Background: an optimization exercise with open tools, aiming at small area. Do not read the settings as production practice. The RTL was checked by simulation tests, not by an equivalence proof against the original design. Power is estimated from default activity; no workload was simulated. The flow treats the clock pin as an ideal source, which a real chip does not have.

==> inputs of run a <==
==> flow/design.v <==
module regfile (
    clock,
    ctrl_writeEnable,
    ctrl_reset, ctrl_writeReg,
    ctrl_readRegA, ctrl_readRegB, data_writeReg,
    data_readRegA, data_readRegB
);
   input clock, ctrl_writeEnable, ctrl_reset;
   input [4:0] ctrl_writeReg, ctrl_readRegA, ctrl_readRegB;
   input [31:0] data_writeReg;
   output [31:0] data_readRegA, data_readRegB;
   reg [31:0] valid;
   reg [31:0] data [0:31];
   wire [31:0] wsel = ctrl_writeEnable ? (32'd1 << ctrl_writeReg) : 32'd0;
   always @(posedge clock or posedge ctrl_reset) begin
      if (ctrl_reset)
         valid <= 32'd0;
      else
         valid <= valid | wsel;
   end
   genvar i;
   generate
      for (i = 0; i < 32; i = i + 1) begin : regs
         always @(posedge clock) begin
            if (wsel[i])
               data[i] <= data_writeReg;
         end
      end
   endgenerate
   wire [31:0] rselA = (32'd1 << ctrl_readRegA) & valid;
   wire [31:0] rselB = (32'd1 << ctrl_readRegB) & valid;
   read_port rdA (.sel(rselA), .d00(data[0]), .d01(data[1]), .d02(data[2]), .d03(data[3]),
      .d04(data[4]), .d05(data[5]), .d06(data[6]), .d07(data[7]), .d08(data[8]), .d09(data[9]),
      .d10(data[10]), .d11(data[11]), .d12(data[12]), .d13(data[13]), .d14(data[14]), .d15(data[15]),
      .d16(data[16]), .d17(data[17]), .d18(data[18]), .d19(data[19]), .d20(data[20]), .d21(data[21]),
      .d22(data[22]), .d23(data[23]), .d24(data[24]), .d25(data[25]), .d26(data[26]), .d27(data[27]),
      .d28(data[28]), .d29(data[29]), .d30(data[30]), .d31(data[31]), .q(data_readRegA));
   read_port rdB (.sel(rselB), .d00(data[0]), .d01(data[1]), .d02(data[2]), .d03(data[3]),
      .d04(data[4]), .d05(data[5]), .d06(data[6]), .d07(data[7]), .d08(data[8]), .d09(data[9]),
      .d10(data[10]), .d11(data[11]), .d12(data[12]), .d13(data[13]), .d14(data[14]), .d15(data[15]),
      .d16(data[16]), .d17(data[17]), .d18(data[18]), .d19(data[19]), .d20(data[20]), .d21(data[21]),
      .d22(data[22]), .d23(data[23]), .d24(data[24]), .d25(data[25]), .d26(data[26]), .d27(data[27]),
      .d28(data[28]), .d29(data[29]), .d30(data[30]), .d31(data[31]), .q(data_readRegB));
endmodule
module read_port (
   input  [31:0] sel,
   input  [31:0] d00, d01, d02, d03, d04, d05, d06, d07,
   input  [31:0] d08, d09, d10, d11, d12, d13, d14, d15,
   input  [31:0] d16, d17, d18, d19, d20, d21, d22, d23,
   input  [31:0] d24, d25, d26, d27, d28, d29, d30, d31,
   output [31:0] q
);
   wire [31:0] d [0:31];
   assign d[0] = d00;  assign d[1] = d01;  assign d[2] = d02;  assign d[3] = d03;
   assign d[4] = d04;  assign d[5] = d05;  assign d[6] = d06;  assign d[7] = d07;
   assign d[8] = d08;  assign d[9] = d09;  assign d[10] = d10; assign d[11] = d11;
   assign d[12] = d12; assign d[13] = d13; assign d[14] = d14; assign d[15] = d15;
   assign d[16] = d16; assign d[17] = d17; assign d[18] = d18; assign d[19] = d19;
   assign d[20] = d20; assign d[21] = d21; assign d[22] = d22; assign d[23] = d23;
   assign d[24] = d24; assign d[25] = d25; assign d[26] = d26; assign d[27] = d27;
   assign d[28] = d28; assign d[29] = d29; assign d[30] = d30; assign d[31] = d31;
   genvar b, g;
   generate
      for (b = 0; b < 32; b = b + 1) begin : bits
         wire [9:0] n;
         wire t;
         for (g = 0; g < 10; g = g + 1) begin : grp
            aoi222 u (.y(n[g]),
               .a1(sel[3*g]),   .a2(d[3*g][b]),
               .b1(sel[3*g+1]), .b2(d[3*g+1][b]),
               .c1(sel[3*g+2]), .c2(d[3*g+2][b]));
         end
         rd_tail u10 (.y(t), .n8(n[8]), .n9(n[9]),
            .a1(sel[30]), .a2(d[30][b]), .b1(sel[31]), .b2(d[31][b]));
         assign q[b] = ~&n[7:0] | t;
      end
   endgenerate
endmodule
module aoi222 (output y, input a1, a2, b1, b2, c1, c2);
   assign y = ~((a1 & a2) | (b1 & b2) | (c1 & c2));
endmodule
module rd_tail (output y, input n8, n9, a1, a2, b1, b2);
   assign y = ~(n8 & n9 & ~((a1 & a2) | (b1 & b2)));
endmodule
==> flow/flow/run.sh <==
#!/bin/bash
# The standard layout (bash standard.sh, with the standard synthesis), with
# two changes: the port buffers are buf_1 cells instead of the tool's default
# delay buffer (repair may still resize them), and clock tree synthesis
# clusters more flip-flops per leaf buffer and adds no dummy loads.
set -euo pipefail
export BUFFER_PORTS_ARGS="-buffer_cell sky130_fd_sc_hd__buf_1"
export CTS_ARGS="-sink_clustering_enable -repair_clock_nets -dont_use_dummy_load -buf_list {sky130_fd_sc_hd__clkbuf_8 sky130_fd_sc_hd__clkbuf_16} -sink_clustering_size 30 -sink_clustering_max_diameter 100"
bash standard.sh > standard_make.log 2>&1
==> flow/standard.sh <==
#!/bin/bash
# synth_recipe.tcl (not shown) runs the flow's synth.tcl, then flattens the netlist and writes it again
# the make line also repeats each setting of config.mk as NAME=value (left out here)
make -C /OpenROAD-flow-scripts/flow DESIGN_CONFIG=/design/flow/config.mk WORK_HOME=/design/flow/orfs CLKGATE_MAP_FILE= SYNTH_SCRIPT=/design/flow/synth_recipe.tcl "${@:-finish}"
==> flow/config.mk <==
export PLATFORM = sky130hd
export DESIGN_NAME = regfile
export DESIGN_NICKNAME = regfile
export VERILOG_FILES = /design/flow/design.v
export SDC_FILE = /design/flow/constraint.sdc
export NUM_CORES = 4
export LEC_CHECK = 0
export CAP_MARGIN = 0
export CORE_MARGIN = 2
export CORE_UTILIZATION = 60
export PLACE_DENSITY = 0.7
export SLEW_MARGIN = 0
export SYNTH_HIERARCHICAL = 1
export SYNTH_MINIMUM_KEEP_SIZE = 0
==> flow/constraint.sdc <==
create_clock -name core_clock -period 10.0 [get_ports {clock}]
set_input_delay 2.0000 -clock core_clock [delete_from_list [all_inputs] [get_ports {clock}]]
set_output_delay 2.0000 -clock core_clock [all_outputs]
set_load 0.01 [all_outputs]
==> inputs of run b, as changes to run a <==
--- a/flow/design.v
+++ b/flow/design.v
@@ -62,23 +62,21 @@
    genvar b, g;
    generate
       for (b = 0; b < 32; b = b + 1) begin : bits
-         wire [9:0] n;
-         wire t;
+         wire [10:0] n;
          for (g = 0; g < 10; g = g + 1) begin : grp
             aoi222 u (.y(n[g]),
                .a1(sel[3*g]),   .a2(d[3*g][b]),
                .b1(sel[3*g+1]), .b2(d[3*g+1][b]),
                .c1(sel[3*g+2]), .c2(d[3*g+2][b]));
          end
-         rd_tail u10 (.y(t), .n8(n[8]), .n9(n[9]),
-            .a1(sel[30]), .a2(d[30][b]), .b1(sel[31]), .b2(d[31][b]));
-         assign q[b] = ~&n[7:0] | t;
+         aoi22 u10 (.y(n[10]), .a1(sel[30]), .a2(d[30][b]), .b1(sel[31]), .b2(d[31][b]));
+         assign q[b] = ~&n;
       end
    endgenerate
 endmodule
 module aoi222 (output y, input a1, a2, b1, b2, c1, c2);
    assign y = ~((a1 & a2) | (b1 & b2) | (c1 & c2));
 endmodule
-module rd_tail (output y, input n8, n9, a1, a2, b1, b2);
-   assign y = ~(n8 & n9 & ~((a1 & a2) | (b1 & b2)));
+module aoi22 (output y, input a1, a2, b1, b2);
+   assign y = ~((a1 & a2) | (b1 & b2));
 endmodule
==> flow/flow/run.sh (replaced) <==
#!/bin/bash
# The standard layout (bash standard.sh, with the standard synthesis), with
# two changes: the port buffers are buf_2 cells instead of the tool's default
# delay buffer, and clock tree synthesis uses smaller clock buffers and adds
# no dummy loads.
set -euo pipefail
export BUFFER_PORTS_ARGS="-buffer_cell sky130_fd_sc_hd__buf_2"
export CTS_ARGS="-sink_clustering_enable -repair_clock_nets -dont_use_dummy_load -buf_list {sky130_fd_sc_hd__clkbuf_4 sky130_fd_sc_hd__clkbuf_8 sky130_fd_sc_hd__clkbuf_16}"
bash standard.sh > standard_make.log 2>&1
--- a/flow/config.mk
+++ b/flow/config.mk
@@ -7,8 +7,8 @@
 export LEC_CHECK = 0
 export CAP_MARGIN = 0
 export CORE_MARGIN = 2
-export CORE_UTILIZATION = 60
-export PLACE_DENSITY = 0.7
+export CORE_UTILIZATION = 50
+export PLACE_DENSITY = 0.6
 export SLEW_MARGIN = 0
 export SYNTH_HIERARCHICAL = 1
 export SYNTH_MINIMUM_KEEP_SIZE = 0
==> inputs of run c, as changes to run a <==
--- a/flow/design.v
+++ b/flow/design.v
@@ -10,37 +10,55 @@
    input [31:0] data_writeReg;
    output [31:0] data_readRegA, data_readRegB;
    reg [31:0] valid;
+   reg phase;
    reg [31:0] data [0:31];
-   wire [31:0] wsel = ctrl_writeEnable ? (32'd1 << ctrl_writeReg) : 32'd0;
+   wire [31:0] we, web;
+   write_decoder wdec (.en(ctrl_writeEnable), .addr(ctrl_writeReg), .we(we), .web(web));
    always @(posedge clock or posedge ctrl_reset) begin
-      if (ctrl_reset)
+      if (ctrl_reset) begin
          valid <= 32'd0;
-      else
-         valid <= valid | wsel;
+         phase <= 1'b0;
+      end else begin
+         valid <= valid | we;
+         phase <= ~phase;
+      end
    end
+   wire [31:0] x = data_writeReg ^ {32{phase}};
    genvar i;
    generate
       for (i = 0; i < 32; i = i + 1) begin : regs
-         always @(posedge clock) begin
-            if (wsel[i])
-               data[i] <= data_writeReg;
-         end
+         always @(posedge clock)
+            data[i] <= ~((data[i] | {32{we[i]}}) & (x | {32{web[i]}}));
       end
    endgenerate
    wire [31:0] rselA = (32'd1 << ctrl_readRegA) & valid;
    wire [31:0] rselB = (32'd1 << ctrl_readRegB) & valid;
+   wire [31:0] rawA, rawB;
    read_port rdA (.sel(rselA), .d00(data[0]), .d01(data[1]), .d02(data[2]), .d03(data[3]),
       .d04(data[4]), .d05(data[5]), .d06(data[6]), .d07(data[7]), .d08(data[8]), .d09(data[9]),
       .d10(data[10]), .d11(data[11]), .d12(data[12]), .d13(data[13]), .d14(data[14]), .d15(data[15]),
       .d16(data[16]), .d17(data[17]), .d18(data[18]), .d19(data[19]), .d20(data[20]), .d21(data[21]),
       .d22(data[22]), .d23(data[23]), .d24(data[24]), .d25(data[25]), .d26(data[26]), .d27(data[27]),
-      .d28(data[28]), .d29(data[29]), .d30(data[30]), .d31(data[31]), .q(data_readRegA));
+      .d28(data[28]), .d29(data[29]), .d30(data[30]), .d31(data[31]), .q(rawA));
    read_port rdB (.sel(rselB), .d00(data[0]), .d01(data[1]), .d02(data[2]), .d03(data[3]),
       .d04(data[4]), .d05(data[5]), .d06(data[6]), .d07(data[7]), .d08(data[8]), .d09(data[9]),
       .d10(data[10]), .d11(data[11]), .d12(data[12]), .d13(data[13]), .d14(data[14]), .d15(data[15]),
       .d16(data[16]), .d17(data[17]), .d18(data[18]), .d19(data[19]), .d20(data[20]), .d21(data[21]),
       .d22(data[22]), .d23(data[23]), .d24(data[24]), .d25(data[25]), .d26(data[26]), .d27(data[27]),
-      .d28(data[28]), .d29(data[29]), .d30(data[30]), .d31(data[31]), .q(data_readRegB));
+      .d28(data[28]), .d29(data[29]), .d30(data[30]), .d31(data[31]), .q(rawB));
+   wire flipA = phase & |rselA;
+   wire flipB = phase & |rselB;
+   assign data_readRegA = rawA ^ {32{flipA}};
+   assign data_readRegB = rawB ^ {32{flipB}};
+endmodule
+module write_decoder (
+   input         en,
+   input  [4:0]  addr,
+   output [31:0] we,
+   output [31:0] web
+);
+   assign we = en ? (32'd1 << addr) : 32'd0;
+   assign web = ~we;
 endmodule
 module read_port (
    input  [31:0] sel,
@@ -72,7 +90,10 @@
          end
          rd_tail u10 (.y(t), .n8(n[8]), .n9(n[9]),
             .a1(sel[30]), .a2(d[30][b]), .b1(sel[31]), .b2(d[31][b]));
-         assign q[b] = ~&n[7:0] | t;
+         wire p0, p1;
+         nand4 c0 (.y(p0), .a(n[0]), .b(n[1]), .c(n[2]), .d(n[3]));
+         nand4 c1 (.y(p1), .a(n[4]), .b(n[5]), .c(n[6]), .d(n[7]));
+         or3 c2 (.y(q[b]), .a(p0), .b(p1), .c(t));
       end
    endgenerate
 endmodule
@@ -82,3 +103,9 @@
 module rd_tail (output y, input n8, n9, a1, a2, b1, b2);
    assign y = ~(n8 & n9 & ~((a1 & a2) | (b1 & b2)));
 endmodule
+module nand4 (output y, input a, b, c, d);
+   assign y = ~(a & b & c & d);
+endmodule
+module or3 (output y, input a, b, c);
+   assign y = a | b | c;
+endmodule
==> flow/flow/run.sh (replaced) <==
#!/bin/bash
# The standard layout (bash standard.sh, with the standard synthesis), with
# two changes: the port buffers are buf_1 cells instead of the tool's default
# delay buffer (repair may still resize them), and clock tree synthesis
# clusters more flip-flops per leaf buffer and adds no dummy loads.
set -euo pipefail
export BUFFER_PORTS_ARGS="-buffer_cell sky130_fd_sc_hd__buf_1"
export CTS_ARGS="-sink_clustering_enable -repair_clock_nets -dont_use_dummy_load -buf_list {sky130_fd_sc_hd__clkbuf_8 sky130_fd_sc_hd__clkbuf_16} -sink_clustering_size 26 -sink_clustering_max_diameter 80"
bash standard.sh > standard_make.log 2>&1
==> flow/config.mk (replaced) <==
export PLATFORM = sky130hd
export DESIGN_NAME = regfile
export DESIGN_NICKNAME = regfile
export VERILOG_FILES = /design/flow/design.v
export SDC_FILE = /design/flow/constraint.sdc
export NUM_CORES = 4
export LEC_CHECK = 0
export CAP_MARGIN = 10
export CORE_MARGIN = 2
export CORE_UTILIZATION = 50
export PLACE_DENSITY = 0.6
export SLEW_MARGIN = 10
export SYNTH_HIERARCHICAL = 1
export SYNTH_MINIMUM_KEEP_SIZE = 0
==> comparison <==
Run c produced a clean layout. Run a ran to the end with violations: max-capacitance violations, max-slew violations. Run b ran to the end with no violations. In sequential power, run b and run a hardly differ. Die area: run a < run c < run b. Of run c and run a, run c has the higher sequential cell count (gap 1). Against run c, the clock skew of run a is lower by 47 ps. Synthesized area: run c < run a < run b. Via count: run a < run b < run c.

port drivers added, routing unchanged:
How much do the figures lean on ideal ports? The routed layouts below were timed once more, with nothing changed but the port constraints. Step 1 sets driving cells, clkbuf_16 on the clock port and buf_2 on the other inputs (assumed; they add their load-dependent delay and slew). Step 2 also shifts input and output timing later by t, the mid clock arrival at the registers, as if the neighbouring blocks saw the same clock. Three values: no drivers, after step 1, after step 2; two values: the first two.
| run | t (ns) | setup slack, ns | worst register clock-pin slew, ns | pins driven straight from the clock port |
|---|---|---|---|---|
| run a | 0.683 | 3.039 / 3.003 / 3.003 | 0.11 / 0.11 | 1 |
| run b | 0.718 | 2.985 / 2.955 / 2.955 | 0.07 / 0.07 | 1 |
| run c | 0.718 | 2.327 / 2.303 / 2.303 | 0.11 / 0.11 | 1 |
The setup slack of run a, which loses most, moves by -0.036 ns with the drivers and by -0.036 ns with both steps.
